Context: an optimization exercise on an open-source flow, tuned for small area and a short achievable clock period. The choices shown serve that exercise and are no tape-out recipe. Function was checked by simulation only, so behaviour that the tests miss may differ from the original. Power and IR drop assume default switching activity.

Setup of trial 47:
## TopLevel
module TopLevel (
    input  logic        clk, rst,
    output logic [31:0] imem_addr,
    input  logic [31:0] imem_rdata,
    output logic [31:0] dmem_addr,
    output logic [31:0] dmem_wdata,
    output logic [3:0]  dmem_wstrb,
    output logic        dmem_re,
    input  logic [31:0] dmem_rdata
);
Size: about 170 I/O pins.
==> module TopLevel, before the edit <==
module TopLevel (
    input  logic        clk, rst,
    output logic [31:0] imem_addr,
    input  logic [31:0] imem_rdata,
    output logic [31:0] dmem_addr,
    output logic [31:0] dmem_wdata,
    output logic [3:0]  dmem_wstrb,
    output logic        dmem_re,
    input  logic [31:0] dmem_rdata
);
  logic [31:0] ins;
  logic [4:0]  op, rs1a, rs2a, rda;
  logic [2:0]  f3;
  assign ins  = imem_rdata;
  assign op   = ins[6:2];
  assign f3   = ins[14:12];
  assign rs1a = ins[19:15];
  assign rs2a = ins[24:20];
  assign rda  = ins[11:7];
  logic is_load, is_store, is_branch, is_jal, is_jalr, is_lui, is_auipc;
  assign is_load   = ~op[4] & ~op[3] & ~op[2];    
  assign is_store  = ~op[4] &  op[3] & ~op[2];    
  assign is_branch =  op[4] & ~op[0];             
  assign is_jal    =  op[4] &  op[1];             
  assign is_jalr   =  op[4] &  op[0] & ~op[1];    
  assign is_lui    =  op[3] &  op[2] &  op[0];    
  assign is_auipc  = ~op[3] &  op[2] &  op[0];    
  logic reg_wr;
  assign reg_wr = ~is_store & ~is_branch;
  logic [31:0] immI, immU, immC;
  assign immI = {{20{ins[31]}}, ins[31:20]};
  assign immU = {ins[31:12], 12'b0};
  always_comb begin
    if (is_branch)   immC = {{20{ins[31]}}, ins[7], ins[30:25], ins[11:8], 1'b0};
    else if (is_jal) immC = {{12{ins[31]}}, ins[19:12], ins[20], ins[30:21], 1'b0};
    else             immC = immU;
  end
  logic [31:0]    wdg;
  logic [1023:32] rff;
  genvar gi;
  generate
    for (gi = 1; gi < 32; gi = gi + 1) begin : g_rf
      logic [31:0] q;
      always_ff @(posedge clk)
        if (rst | (reg_wr & (rda == gi))) q <= wdg;
      assign rff[32*gi +: 32] = q;
    end
  endgenerate
  logic [31:0] rs1, rs2, rs1a_q, rs2a_q;
  rf_read_port rp1 (.a(rs1a), .d(rff), .q(rs1), .qa(rs1a_q));
  rf_read_port rp2 (.a(rs2a), .d(rff), .q(rs2), .qa(rs2a_q));
  logic [31:1] pc;
  logic [31:0] pc4, pcadd;
  assign imem_addr = {pc, 1'b0};
  assign pc4       = {pc[31:2] + 30'd1, pc[1], 1'b0};
  assign pcadd     = {pc, 1'b0} + immC;
  logic [31:0] addr;
  ks_add32 u_aadd (.a(rs1a_q), .b({immI[31:5], is_store ? ins[11:7] : ins[24:20]}), .s(addr));
  logic [31:0] opb, sum, shin, shr, shres, alu, xo;
  logic        sub_en, carry, lt, ltu, eq, cond;
  assign opb    = op[3] ? rs2 : immI;                  
  assign sub_en = op[4] | f3[1] | (op[3] & ins[30]);
  ks_addc32 u_alu_add (.a(rs1), .b(opb ^ {32{sub_en}}), .cin(sub_en), .s(sum), .cout(carry));
  assign ltu    = ~carry;
  assign lt     = (rs1[31] ^ opb[31]) ? rs1[31] : sum[31];
  assign xo     = rs1 ^ opb;                          
  assign eq     = ~|xo;
  always_comb
    if (f3[2]) cond = (f3[1] ? ltu : lt) ^ f3[0];
    else       cond = eq ^ f3[0];
  always_comb begin
    for (int k = 0; k < 32; k++) shin[k] = f3[2] ? rs1[k] : rs1[31-k];
  end
  assign shr = 32'($signed({f3[2] & ins[30] & rs1[31], shin}) >>> opb[4:0]);
  always_comb begin
    for (int k = 0; k < 32; k++) shres[k] = f3[2] ? shr[k] : shr[31-k];
  end
  always_comb
    case (f3)
      3'b000:  alu = 32'd0;          
      3'b001:  alu = shres;
      3'b010:  alu = {31'd0, lt};
      3'b011:  alu = {31'd0, ltu};
      3'b100:  alu = xo;
      3'b101:  alu = shres;
      3'b110:  alu = rs1 | opb;
      default: alu = rs1 & opb;
    endcase
  logic [1:0] la;
  assign la = rs1[1:0] + ins[21:20];
  logic [7:0]  lbyte;
  logic [15:0] lhalf;
  logic [31:0] ld;
  always_comb begin
    case (la)
      2'b00:   lbyte = dmem_rdata[7:0];
      2'b01:   lbyte = dmem_rdata[15:8];
      2'b10:   lbyte = dmem_rdata[23:16];
      default: lbyte = dmem_rdata[31:24];
    endcase
    lhalf = la[1] ? dmem_rdata[31:16] : dmem_rdata[15:0];
    if (f3[1])      ld = dmem_rdata;
    else if (f3[0]) ld = {{16{~f3[2] & lhalf[15]}}, lhalf};
    else            ld = {{24{~f3[2] & lbyte[7]}}, lbyte};
  end
  assign dmem_addr  = addr;
  assign dmem_re    = is_load;
  assign dmem_wdata = f3[1] ? rs2a_q : f3[0] ? {2{rs2a_q[15:0]}} : {4{rs2a_q[7:0]}};
  always_comb begin
    if (!is_store)  dmem_wstrb = 4'b0000;
    else if (f3[1]) dmem_wstrb = 4'b1111;
    else if (f3[0]) dmem_wstrb = addr[1] ? 4'b1100 : 4'b0011;
    else            dmem_wstrb = 4'b0001 << addr[1:0];
  end
  logic [31:0] wd_other;
  logic        sel_sum;
  assign sel_sum = op[2] & ~op[0] & ~op[4] & (f3 == 3'b000);    
  always_comb begin
    if (op[4])                wd_other = pc4;                   
    else if (~op[2])          wd_other = ld;                    
    else if (op[0])           wd_other = op[3] ? immU : pcadd;  
    else                      wd_other = alu;                   
  end
  late_mux32 u_wb (.s(sel_sum & ~rst), .a(sum), .b(wd_other & {32{~rst}}), .y(wdg));
  logic        take;
  logic [31:0] npc_other, pc_d;
  assign take      = is_jal | (is_branch & cond);
  assign npc_other = is_jalr ? {addr[31:1], 1'b0} : pc4;
  late_mux32 u_npc (.s(take & ~rst), .a(pcadd), .b(npc_other & {32{~rst}}), .y(pc_d));
  always_ff @(posedge clk)
    pc <= pc_d[31:1];
endmodule
export LEC_CHECK = 0
export CAP_MARGIN = 20
export CORE_MARGIN = 2
export CORE_UTILIZATION = 55
export CTS_BUF_LIST = sky130_fd_sc_hd__clkbuf_8
export PLACE_DENSITY = 0.75
export SLEW_MARGIN = 20
export SYNTH_HIERARCHICAL = 1
export SYNTH_MINIMUM_KEEP_SIZE = 0
create_clock -name core_clock -period 15.0 [get_ports {clk}]
standard.sh (not shown) runs the stock make flow with config.mk's settings and CLKGATE_MAP_FILE= SYNTH_SCRIPT=/design/flow/synth_recipe.tcl, a recipe that flattens the netlist after the stock synthesis.
==> flow/flow/run.sh <==
#!/bin/bash
# The standard layout with these changes:
#  - the port buffers are buf_2 cells (buffer_ports' own pick is a slow delay cell);
#  - timing repair aims SETUP_SLACK_MARGIN below the clock period;
#  - clock tree synthesis inserts no dummy loads and clusters up to 14 sinks per leaf buffer.
# The full make output goes to standard_flow.log; ORFS's own logs are under orfs/logs.
set -euo pipefail
cd "$(dirname "$0")/.."
bash standard.sh \
  "BUFFER_PORTS_ARGS=-buffer_cell sky130_fd_sc_hd__buf_2" \
  SETUP_SLACK_MARGIN=5.5 \
  "CTS_ARGS=-sink_clustering_enable -repair_clock_nets -buf_list sky130_fd_sc_hd__clkbuf_8 -sink_clustering_size 14 -sink_clustering_max_diameter 80 -dont_use_dummy_load" \
  finish > standard_flow.log 2>&1
#### Input delta (trial 83 over trial 47)
--- a/flow/design.v
+++ b/flow/design.v
@@ -446,8 +446,8 @@
   ks_add32 u_aadd (.a(rs1a_q), .b({immI[31:5], is_store ? ins[11:7] : ins[24:20]}), .s(addr));
   logic [31:0] opb, sum, shin, shr, shres, alu, xo;
   logic        sub_en, carry, lt, ltu, eq, cond;
-  assign opb    = op[3] ? rs2 : immI;                  
-  assign sub_en = op[4] | f3[1] | (op[3] & ins[30]);
+  assign opb    = (op[3] & ~op[0]) ? rs2 : immI;
+  assign sub_en = (op[4] & ~op[0]) | (~op[4] & (f3[1] | (op[3] & ins[30])));
   ks_addc32 u_alu_add (.a(rs1), .b(opb ^ {32{sub_en}}), .cin(sub_en), .s(sum), .cout(carry));
   assign ltu    = ~carry;
   assign lt     = (rs1[31] ^ opb[31]) ? rs1[31] : sum[31];
@@ -513,7 +513,7 @@
   logic        take;
   logic [31:0] npc_other, pc_d;
   assign take      = is_jal | (is_branch & cond);
-  assign npc_other = is_jalr ? {addr[31:1], 1'b0} : pc4;
+  assign npc_other = is_jalr ? {sum[31:1], 1'b0} : pc4;
   late_mux32 u_npc (.s(take & ~rst), .a(pcadd), .b(npc_other & {32{~rst}}), .y(pc_d));
   always_ff @(posedge clk)
     pc <= pc_d[31:1];
==> results.txt <==
- Trial 83: full flow OK, the timing, DRC and antenna checks passed
- | first-iteration DRC count | trial 83 vs trial 47 | 1.4% higher |
- In trial 83, the worst setup slack after placement came out 0.31 ns above the value in trial 47.
- Worst setup slack was lower in the run labelled trial 47.
- Min number of global-route vias before repair across trial 83 and trial 47: trial 47
- Min count of clock-net buffers in the final layout across trial 83 and trial 47: trial 83
- Delta (trial 83 minus trial 47): count of pins over their slew limit held, mean instance size in the synthesized netlist lost about 0.5%, maximum frequency stayed essentially flat.
- Trial 83 vs. trial 47: sum of buffers and inverters on the critical path went down by 1.
- Status: clock distribution power parity (trial 83, trial 47)
- [diff] synthesized area, trial 83 relative to trial 47: regression
- Trial 83 vs. trial 47: initial antenna violation count went down by 3.

==> static timing again, ports no longer ideal <==
Ports are ideal in the flow. The routed layouts listed here were re-timed in OpenROAD. Step 1 (the two cells are an assumption about what drives the block):
set clk [get_ports {clk}]
set_driving_cell -lib_cell sky130_fd_sc_hd__clkbuf_16 $clk
set_driving_cell -lib_cell sky130_fd_sc_hd__buf_2 [delete_from_list [all_inputs] $clk]
Step 2 also shifts input and output timing later by t, the mid clock arrival at the registers, as if the neighbouring blocks saw the same clock. Three values: ideal, step 1, step 2; two values: the first two.
| run | t, ns | setup slack, ns | hold slack, ns | worst slew at a driven data input, ns | pins driven straight from the clock port |
|---|---|---|---|---|---|
| trial 47 | 0.807 | 5.301 / 5.346 / 4.539 | 0.811 / 0.811 / 0.811 | 0.05 | 1 |
| trial 83 | 0.845 | 5.324 / 5.371 / 4.526 | 0.779 / 0.779 / 0.779 | 0.04 | 1 |
After both steps every run listed still meets setup and hold. For trial 83, which loses most, drivers alone change the setup slack by +0.047 ns; drivers and shift together by -0.798 ns.
